This design comes from an exercise in tuning for small area and a short achievable clock period on the open sky130 flow, not from production work.
Function was checked by simulation only, so behaviour that the tests miss may differ from the original.

Design MAC, start of the top module:
module MAC(A,B,out,clk,reset);
	input [15:0] A,B;
	input clk,reset;
	output [35:0] out;
	reg [35:0] acc;
	wire [35:0] nxt;
	always @(posedge clk or posedge reset)
	begin
		if(reset)
			acc <= 36'd0;
		else
			acc <= nxt;
	end
	assign out = acc;
	wire [255:0] pp;
	genvar gi;
	generate for (gi = 0; gi < 16; gi = gi + 1) begin : ppg
		assign pp[16*gi+15:16*gi] = A & {16{B[gi]}};
	end endgenerate
	wire hs1;
	wire hc2;
	wire fs3;
	wire fc4;
	wire hs5;
	wire hc6;
	wire fs7;
	wire fc8;
	wire fs9;
	wire fc10;
	wire hs11;
	wire hc12;
	wire fs13;
	wire fc14;
	wire fs15;
	wire fc16;
	wire fs17;
	wire fc18;
	wire hs19;
	wire hc20;
	wire fs21;
	wire fc22;
	wire fs23;
	wire fc24;
	wire fs25;
	wire fc26;
	wire fs27;
	wire fc28;
	wire hs29;
	wire hc30;
	wire fs31;
	wire fc32;
	wire fs33;
	wire fc34;
	wire fs35;
	wire fc36;
	wire fs37;
	wire fc38;
	wire fs39;
	wire fc40;
	wire hs41;
	wire hc42;
	wire fs43;
	wire fc44;
	wire fs45;
	wire fc46;
	wire fs47;
	wire fc48;
	wire fs49;
	wire fc50;
	wire fs51;
	wire fc52;
	wire fs53;
	wire fc54;
	wire hs55;
	wire hc56;
	wire fs57;
	wire fc58;
	wire fs59;
	wire fc60;
	wire fs61;
	wire fc62;
	wire fs63;
	wire fc64;
	wire fs65;
	wire fc66;
	wire fs67;
	wire fc68;
	wire fs69;
	wire fc70;
	wire hs71;
	wire hc72;
	wire fs73;
	wire fc74;
	wire fs75;
	wire fc76;
	wire fs77;
	wire fc78;
	wire fs79;
	wire fc80;
	wire fs81;
	wire fc82;
	wire fs83;
	wire fc84;
	wire fs85;
	wire fc86;
	wire fs87;
	wire fc88;
	wire hs89;
	wire hc90;
	wire fs91;
	wire fc92;
	wire fs93;
	wire fc94;
	wire fs95;
	wire fc96;
	wire fs97;
	wire fc98;
	wire fs99;
	wire fc100;
	wire fs101;
	wire fc102;
	wire fs103;
	wire fc104;
	wire fs105;
	wire fc106;
	wire fs107;
	wire fc108;
	wire hs109;
	wire hc110;
	wire fs111;
	wire fc112;
  ...
Size in the first run: roughly 730 cells after synthesis, roughly 36 flip-flops, ~70 I/O pins, ~8600 um2 of cells after synthesis.
Settings: LEC_CHECK=0, CAP_MARGIN=20, CORE_MARGIN=2, CORE_UTILIZATION=65, CTS_BUF_LIST=sky130_fd_sc_hd__clkbuf_2 sky130_fd_sc_hd__clkbuf_4 sky130_fd_sc_hd__clkbuf_8, GPL_TIMING_DRIVEN=1, SLEW_MARGIN=20, SYNTH_HIERARCHICAL=1, SYNTH_MINIMUM_KEEP_SIZE=0; clock period 19.0 ns.
standard.sh (not shown) runs the stock make flow with config.mk's settings and CLKGATE_MAP_FILE= SYNTH_SCRIPT=/design/flow/synth_recipe.tcl, a recipe that flattens the netlist after the stock synthesis.
==> flow/flow/run.sh <==
#!/bin/bash
# The standard layout (standard synthesis, floorplan, place, CTS, route) with two changes:
# repair_timing is asked for a larger setup slack than 0 (flow/setup_margin.txt) so that it
# keeps shortening the critical path, and the port buffers that every input and output gets
# are sky130_fd_sc_hd__buf_1 (flow/port_buffer.txt) instead of the delay cell buffer_ports
# picks by default; repair_timing then sizes the ones on critical paths.
# Make's full output goes to make_finish.log; each tool's own log is under orfs/logs/.
set -euo pipefail
MARGIN=$(cat flow/setup_margin.txt)
PBUF=$(cat flow/port_buffer.txt)
bash standard.sh SETUP_SLACK_MARGIN=$MARGIN "BUFFER_PORTS_ARGS=-buffer_cell $PBUF" finish > make_finish.log 2>&1
==> flow/flow/port_buffer.txt <==
sky130_fd_sc_hd__buf_1
==> flow/flow/setup_margin.txt <==
10
Change:
==> flow/flow/run.sh (replaced) <==
#!/bin/bash
# The standard layout (standard synthesis, floorplan, place, CTS, route), with repair_timing
# asked for a larger setup slack than 0 so that it keeps shortening the critical path.
# Each tool's full output is also kept by ORFS under orfs/logs/.
set -euo pipefail
MARGIN=$(cat flow/setup_margin.txt)
bash standard.sh SETUP_SLACK_MARGIN=$MARGIN finish > make_finish.log 2>&1
- CORE_UTILIZATION: 65 -> 40
- CTS_BUF_LIST: sky130_fd_sc_hd__clkbuf_2 sky130_fd_sc_hd__clkbuf_4 sky130_fd_sc_hd__clkbuf_8 -> not set
- GPL_TIMING_DRIVEN: 1 -> not set
removed: flow/flow/port_buffer.txt
Final area rises by 6.4%.
Non-clock buffer count rises by 7.
Wire length rises by 8.3%.
Utilization falls by 24 points.
Clock-buffer cell count is unchanged.
Area after synthesis stays the same.
Global-route usage falls by 12 points.
Change:
==> flow/flow/run.sh (replaced) <==
#!/bin/bash
# The standard layout (standard synthesis, floorplan, place, CTS, route) with two changes:
# repair_timing is asked for a larger setup slack than 0 (flow/setup_margin.txt) so that it
# keeps shortening the critical path, and the port buffers that every input and output gets
# are sky130_fd_sc_hd__buf_1 (flow/port_buffer.txt) instead of the delay cell buffer_ports
# picks by default; repair_timing then sizes the ones on critical paths.
# Make's full output goes to make_finish.log; each tool's own log is under orfs/logs/.
set -euo pipefail
MARGIN=$(cat flow/setup_margin.txt)
PBUF=$(cat flow/port_buffer.txt)
bash standard.sh SETUP_SLACK_MARGIN=$MARGIN "BUFFER_PORTS_ARGS=-buffer_cell $PBUF" finish > make_finish.log 2>&1
==> flow/flow/port_buffer.txt (new file) <==
sky130_fd_sc_hd__buf_1
- CORE_UTILIZATION: 40 -> 65
- CTS_BUF_LIST: not set -> sky130_fd_sc_hd__clkbuf_2 sky130_fd_sc_hd__clkbuf_4 sky130_fd_sc_hd__clkbuf_8
Effect:
- The new run finished with timing, DRC and antenna clean
- clock-buffer cell count is unchanged
- non-clock buffer count falls by 7
- critical path depth does not change
- sequential share of layout area rises by 0.59 points
Change:
==> flow/flow/setup_margin.txt (replaced) <==
9
- CTS_BUF_LIST: sky130_fd_sc_hd__clkbuf_2 sky130_fd_sc_hd__clkbuf_4 sky130_fd_sc_hd__clkbuf_8 -> not set
Area after synthesis does not change.
Via count came out lower slightly.
Final area hardly moves.
Cell count stays the same.
Routed wire length is higher slightly.
Non-clock buffer count stays the same.
Global-route usage stays flat.

========
Starting RTL as in the previous note.
clock: 19.0 ns
lec_check: 0
cap_margin: 20
core_margin: 2
core_utilization: 65
slew_margin: 20
synth_hierarchical: 1
synth_minimum_keep_size: 0
==> flow/flow/run.sh <==
#!/bin/bash
# The standard layout (standard synthesis, floorplan, place, CTS, route) with two changes:
# repair_timing is asked for a larger setup slack than 0 (flow/setup_margin.txt) so that it
# keeps shortening the critical path, and the port buffers that every input and output gets
# are sky130_fd_sc_hd__buf_1 (flow/port_buffer.txt) instead of the delay cell buffer_ports
# picks by default; repair_timing then sizes the ones on critical paths.
# Make's full output goes to make_finish.log; each tool's own log is under orfs/logs/.
set -euo pipefail
MARGIN=$(cat flow/setup_margin.txt)
PBUF=$(cat flow/port_buffer.txt)
bash standard.sh SETUP_SLACK_MARGIN=$MARGIN "BUFFER_PORTS_ARGS=-buffer_cell $PBUF" finish > make_finish.log 2>&1
==> flow/flow/port_buffer.txt <==
sky130_fd_sc_hd__buf_1
==> flow/flow/setup_margin.txt <==
11
Edit:
==> flow/flow/run.sh (replaced) <==
#!/bin/bash
# The standard layout (standard synthesis, floorplan, place, CTS, route), with repair_timing
# asked for a larger setup slack than 0 so that it keeps shortening the critical path.
# Each tool's full output is also kept by ORFS under orfs/logs/.
set -euo pipefail
MARGIN=$(cat flow/setup_margin.txt)
bash standard.sh SETUP_SLACK_MARGIN=$MARGIN finish > make_finish.log 2>&1
==> flow/flow/setup_margin.txt (replaced) <==
10
--- a/flow/config.mk
+++ b/flow/config.mk
@@ -8,6 +8,7 @@
 export CAP_MARGIN = 20
 export CORE_MARGIN = 2
-export CORE_UTILIZATION = 65
+export CORE_UTILIZATION = 40
 export SLEW_MARGIN = 20
 export SYNTH_HIERARCHICAL = 1
 export SYNTH_MINIMUM_KEEP_SIZE = 0
+export TNS_END_PERCENT = 0
removed: flow/flow/port_buffer.txt
Outcome: Synthesized cell count stays the same; routed wire length shrinks by 4.0%; setup slack gets worse by 440 ps; clock-buffer cell count shrinks by 1.
Edit:
--- a/flow/config.mk
+++ b/flow/config.mk
@@ -8,5 +8,5 @@
 export CAP_MARGIN = 20
 export CORE_MARGIN = 2
-export CORE_UTILIZATION = 40
+export CORE_UTILIZATION = 65
 export SLEW_MARGIN = 20
 export SYNTH_HIERARCHICAL = 1
What happened: Hold slack is about the same. Wire length fell by a few percent. Cell area fell by a few percent. Clock skew hardly moves. Critical path depth does not change.
Edit:
==> flow/flow/run.sh (replaced) <==
#!/bin/bash
# The standard layout (standard synthesis, floorplan, place, CTS, route) with two changes:
# repair_timing is asked for a larger setup slack than 0 (flow/setup_margin.txt) so that it
# keeps shortening the critical path, and the port buffers that every input and output gets
# are sky130_fd_sc_hd__buf_1 (flow/port_buffer.txt) instead of the delay cell buffer_ports
# picks by default; repair_timing then sizes the ones on critical paths.
# Make's full output goes to make_finish.log; each tool's own log is under orfs/logs/.
set -euo pipefail
MARGIN=$(cat flow/setup_margin.txt)
PBUF=$(cat flow/port_buffer.txt)
bash standard.sh SETUP_SLACK_MARGIN=$MARGIN "BUFFER_PORTS_ARGS=-buffer_cell $PBUF" finish > make_finish.log 2>&1
==> flow/flow/port_buffer.txt (new file) <==
sky130_fd_sc_hd__buf_1
--- a/flow/config.mk
+++ b/flow/config.mk
@@ -8,7 +8,6 @@
 export CAP_MARGIN = 20
 export CORE_MARGIN = 2
-export CORE_UTILIZATION = 65
+export CORE_UTILIZATION = 40
 export SLEW_MARGIN = 20
 export SYNTH_HIERARCHICAL = 1
 export SYNTH_MINIMUM_KEEP_SIZE = 0
-export TNS_END_PERCENT = 0
The changed run completed with no timing, DRC or antenna violations.
First-iteration DRC count shrinks by 47%.
Synthesized area does not change.
Worst hold slack improves by 4.6 ps.
Register-to-register slack gains 30 ps.

-- afterwards: timing with drivers on the ports --
No port has a modelled driver above. Below, the same layouts with a new extraction and two added sets of constraints. Step 1 assumes that a clkbuf_16 drives the clock port and a buf_2 every other input. Step 2 moves the port delays by t, midway between the first and last clock arrival at a register: inputs arrive t later, outputs are due t later. That takes back most of the time a late clock gives input paths. a / b / c = no drivers / after step 1 / after step 2; a / b = the first two.
run | t (ns) | setup slack, ns | worst hold slack (ns) | worst setup path at the end | clock arrival spread, ns
the first run of note 1 | 0.362 | 10.182 / 10.187 / 9.825 | 0.476 / 0.476 / 0.476 | input to register | 0.017 / 0.017
the second run of note 1 | 0.345 | 10.138 / 10.158 / 9.813 | 0.479 / 0.479 / 0.479 | input to register | 0.006 / 0.006
the third run of note 1 | 0.362 | 10.182 / 10.187 / 9.825 | 0.476 / 0.476 / 0.476 | input to register | 0.017 / 0.017
the fourth run of note 1 | 0.341 | 9.753 / 9.767 / 9.426 | 0.473 / 0.473 / 0.473 | input to register | 0.009 / 0.009
the first run of note 2 | 0.342 | 10.580 / 10.548 / 10.206 | 0.480 / 0.480 / 0.480 | input to register | 0.019 / 0.018
the second run of note 2 | 0.345 | 10.138 / 10.159 / 9.814 | 0.479 / 0.479 / 0.479 | input to register | 0.006 / 0.006
the third run of note 2 | 0.337 | 10.173 / 10.195 / 9.858 | 0.476 / 0.476 / 0.476 | input to register | 0.008 / 0.008
the fourth run of note 2 | 0.346 | 10.177 / 10.199 / 9.853 | 0.481 / 0.481 / 0.481 | input to register | 0.005 / 0.005
After both steps every run listed still meets setup and hold. For the first run of note 2, which loses most, drivers alone change the setup slack by -0.032 ns; drivers and shift together by -0.374 ns.
